This is an optimization exercise on Yosys and OpenROAD, whose aim is small area and a short achievable clock period, not a production implementation.
Only simulation tests tie the RTL to the original design; equivalence was not proved.
Power and IR drop assume default switching activity.

== run a ==
==> flow/design.v <==
module fp_mul(
    input clk,
    input rst,
    input [31:0] a_s,
    input [31:0] b_s,
    output reg [31:0] c_out,
    output reg overflow
);
    localparam M = 12;    
    reg [4:0] cnt;
    reg  st, dn;                
    wire start = st;
    wire done  = dn;
    wire eadd  = (cnt != 5'd0) && (cnt <= 5'd8);
    reg [22:0] A;         
    reg [22:0] B;         
    reg [23:0] P;         
    reg        k;         
    reg        q24, q23;  
    reg [7:0]  X;         
    reg [7:0]  Y;         
    reg        cy;        
    reg        Z;         
    reg        sx, sr;    
    wire [23:0] pp = B[0] ? {1'b1, A} : 24'd0;
    wire [M-1:0] lo  = {1'b0, P[M-2:0]} + {1'b0, pp[M-2:0]};
    wire         s1  = P[M-1] ^ pp[M-1] ^ k;
    wire         c1  = (P[M-1] & pp[M-1]) | (P[M-1] & k) | (pp[M-1] & k);
    wire         sm  = s1 ^ lo[M-1];
    wire         c2  = s1 & lo[M-1];
    wire [24-M:0] hi = {1'b0, P[23:M]} + {1'b0, pp[23:M]} + {{(24-M){1'b0}}, c1};
    wire [24:0]  U   = {hi, sm, lo[M-2:0]};
    wire es = X[0] ^ Y[0] ^ (cy & eadd);
    wire ec = (X[0] & Y[0]) | (X[0] & cy) | (Y[0] & cy);
    always @(posedge clk) begin
        if (start) begin
            A  <= a_s[22:0];
            B  <= {1'b1, b_s[22:1]};
            X  <= a_s[30:23];
            Y  <= b_s[30:23];
            cy <= 1'b1;
            sx <= a_s[31];
            sr <= a_s[31] ^ b_s[31];
            P  <= b_s[0] ? {1'b0, 1'b1, a_s[22:1]} : 24'd0;
            k  <= 1'b0;
        end else begin
            B  <= {1'b0, B[22:1]};
            X  <= {es, X[7:1]};
            Y  <= {1'b0, Y[7:1]};
            if (eadd) cy <= ec;
            P  <= U[24:1];
            k  <= c2;
        end
        q24 <= U[0];
        q23 <= q24;
        if (cnt == 5'd1) Z <= (X == 8'd0) || (Y == 8'd0);
    end
    wire        p47 = P[22];
    wire [7:0]  e   = {~X[7], X[6:0]};
    wire        e8  = ~(cy ^ X[7]);
    wire        of  = e8 | (p47 & (&e));
    wire        zr  = Z | rst;
    wire        n1  = ~zr & p47;
    wire        n0  = ~zr & ~p47;
    wire [7:0]  eo  = (e & {8{~zr}}) + {7'd0, n1};
    wire [22:0] fr  = ({23{n1}} & {P[21:0], q24}) | ({23{n0}} & {P[20:0], q24, q23});
    always @(posedge clk) begin
        if (rst || done)
            cnt <= 5'd0;
        else
            cnt <= cnt + 5'd1;
        st <= rst | done;
        dn <= ~rst & (cnt == 5'd24);
        if (rst || done) begin
            c_out[31]    <= ~rst & (Z ? sx : sr);
            c_out[30:23] <= eo;
            c_out[22:0]  <= fr;
            overflow     <= ~rst & of;
        end
    end
endmodule
==> flow/config.mk <==
export PLATFORM = sky130hd
export DESIGN_NAME = fp_mul
export DESIGN_NICKNAME = fp_mul
export VERILOG_FILES = /design/flow/design.v
export SDC_FILE = /design/flow/constraint.sdc
export NUM_CORES = 4
export LEC_CHECK = 0
export CAP_MARGIN = 20
export CORE_MARGIN = 2
export CORE_UTILIZATION = 40
export SETUP_SLACK_MARGIN = 2.1
export SLEW_MARGIN = 20
==> flow/constraint.sdc <==
create_clock -name core_clock -period 4.0 [get_ports {clk}]
set_input_delay 0.8000 -clock core_clock [delete_from_list [all_inputs] [get_ports {clk}]]
set_output_delay 0.8000 -clock core_clock [all_outputs]
set_load 0.01 [all_outputs]
standard.sh (not shown) runs the stock make flow with config.mk's settings and CLKGATE_MAP_FILE= SYNTH_SCRIPT=/design/flow/synth_recipe.tcl, a recipe that flattens the netlist after the stock synthesis.
==> flow/flow/run.sh <==
#!/bin/bash
# Standard layout (the standard.sh), with these changes:
#  - port buffers made of sky130_fd_sc_hd__buf_1 cells instead of the default pick;
#  - clock tree leaves of clkbuf_8 under a clkbuf_16 root, no dummy loads;
#  - no mapping of adders to full/half-adder cells (abc maps them);
#  - abc maps the logic with flow/abc.script (no abc-level buffering or sizing;
#    the resizer does that after placement). Everything else in ORFS's scripts
#    folder is used unchanged, from a copy.
set -euo pipefail
cp -r "$FLOW_HOME/scripts" scripts_mod
cp flow/abc.script scripts_mod/abc_speed.script
export SCRIPTS_DIR="$PWD/scripts_mod"
export BUFFER_PORTS_ARGS="-buffer_cell sky130_fd_sc_hd__buf_1"
export CTS_ARGS="-sink_clustering_enable -repair_clock_nets -buf_list sky130_fd_sc_hd__clkbuf_8 -root_buf sky130_fd_sc_hd__clkbuf_16 -dont_use_dummy_load"
bash standard.sh ADDER_MAP_FILE= finish > standard_make.log 2>&1
==> flow/flow/abc.script <==
strash
dch
map -B 0.9
topo
stime -c
buffer -c
upsize -c
dnsize -c
Run a ended with every stage complete and zero timing, DRC or antenna violations.
Here is what was changed in the inputs of run b compared with run a.
diff --git a/flow/design.v b/flow/design.v
--- a/flow/design.v
+++ b/flow/design.v
@@ -57,14 +57,12 @@
     end
     wire        p47 = P[22];
     wire [7:0]  e   = {~X[7], X[6:0]};
     wire        e8  = ~(cy ^ X[7]);
+    wire [7:0]  eo  = e + {7'd0, p47};
     wire        of  = e8 | (p47 & (&e));
+    wire [22:0] fr  = p47 ? {P[21:0], q24} : {P[20:0], q24, q23};
     wire        zr  = Z | rst;
-    wire        n1  = ~zr & p47;
-    wire        n0  = ~zr & ~p47;
-    wire [7:0]  eo  = (e & {8{~zr}}) + {7'd0, n1};
-    wire [22:0] fr  = ({23{n1}} & {P[21:0], q24}) | ({23{n0}} & {P[20:0], q24, q23});
     always @(posedge clk) begin
         if (rst || done)
             cnt <= 5'd0;
         else
@@ -72,10 +70,10 @@
         st <= rst | done;
         dn <= ~rst & (cnt == 5'd24);
         if (rst || done) begin
             c_out[31]    <= ~rst & (Z ? sx : sr);
-            c_out[30:23] <= eo;
-            c_out[22:0]  <= fr;
+            c_out[30:23] <= zr ? 8'd0 : eo;
+            c_out[22:0]  <= zr ? 23'd0 : fr;
             overflow     <= ~rst & of;
         end
     end
 endmodule
### Flow results
Horizontal die dimension delta (run b -> run a): insignificant
A termination of the worst setup path of P[18]$_DFF_P_ is what run b shows, while P[12]$_DFF_P_ belongs to run a.
The global-route total usage across every layer on run a is in line with that on run b.
Lower path depth of the worst reg2reg path was reported by run a, not run b.
Run b — post-synthesis cell type count 2 higher, run a as reference
The lower total leakage power of run b and run a is in run a.
Of run b and run a, the lower core utilization belongs to run a.
Of run b and run a, it is run b that has the lower worst setup slack.

[what the ideal ports hide]
The flow's constraints put no driver on any port. The routed layouts listed below were extracted and timed again, unchanged, in two steps.
Step 1 (the two cells are an assumption about what drives the block):
set clk [get_ports {clk}]
set_driving_cell -lib_cell sky130_fd_sc_hd__clkbuf_16 $clk
set_driving_cell -lib_cell sky130_fd_sc_hd__buf_2 [delete_from_list [all_inputs] $clk]
Step 2, shift: input delay + t, output delay - t, t = (earliest + latest rising clock arrival at the registers) / 2. This alone moves slack from input paths to output paths.
Three values: no drivers, after step 1, after step 2; two values: the first two.
| run | shift t [ns] | setup slack, ns | hold slack, ns | clock arrival spread, ns | cell pins on the clock port's net |
|---|---|---|---|---|---|
| run a | 0.400 | 2.228 / 2.214 / 1.893 | 0.356 / 0.356 / 0.356 | 0.025 / 0.024 | 1 |
| run b | 0.394 | 2.183 / 2.183 / 1.842 | 0.365 / 0.365 / 0.365 | 0.028 / 0.027 | 1 |
After both steps setup and hold are still met in every run listed. The setup slack of run b, which loses most, moves by 0.000 ns with the drivers and by -0.341 ns with both steps.
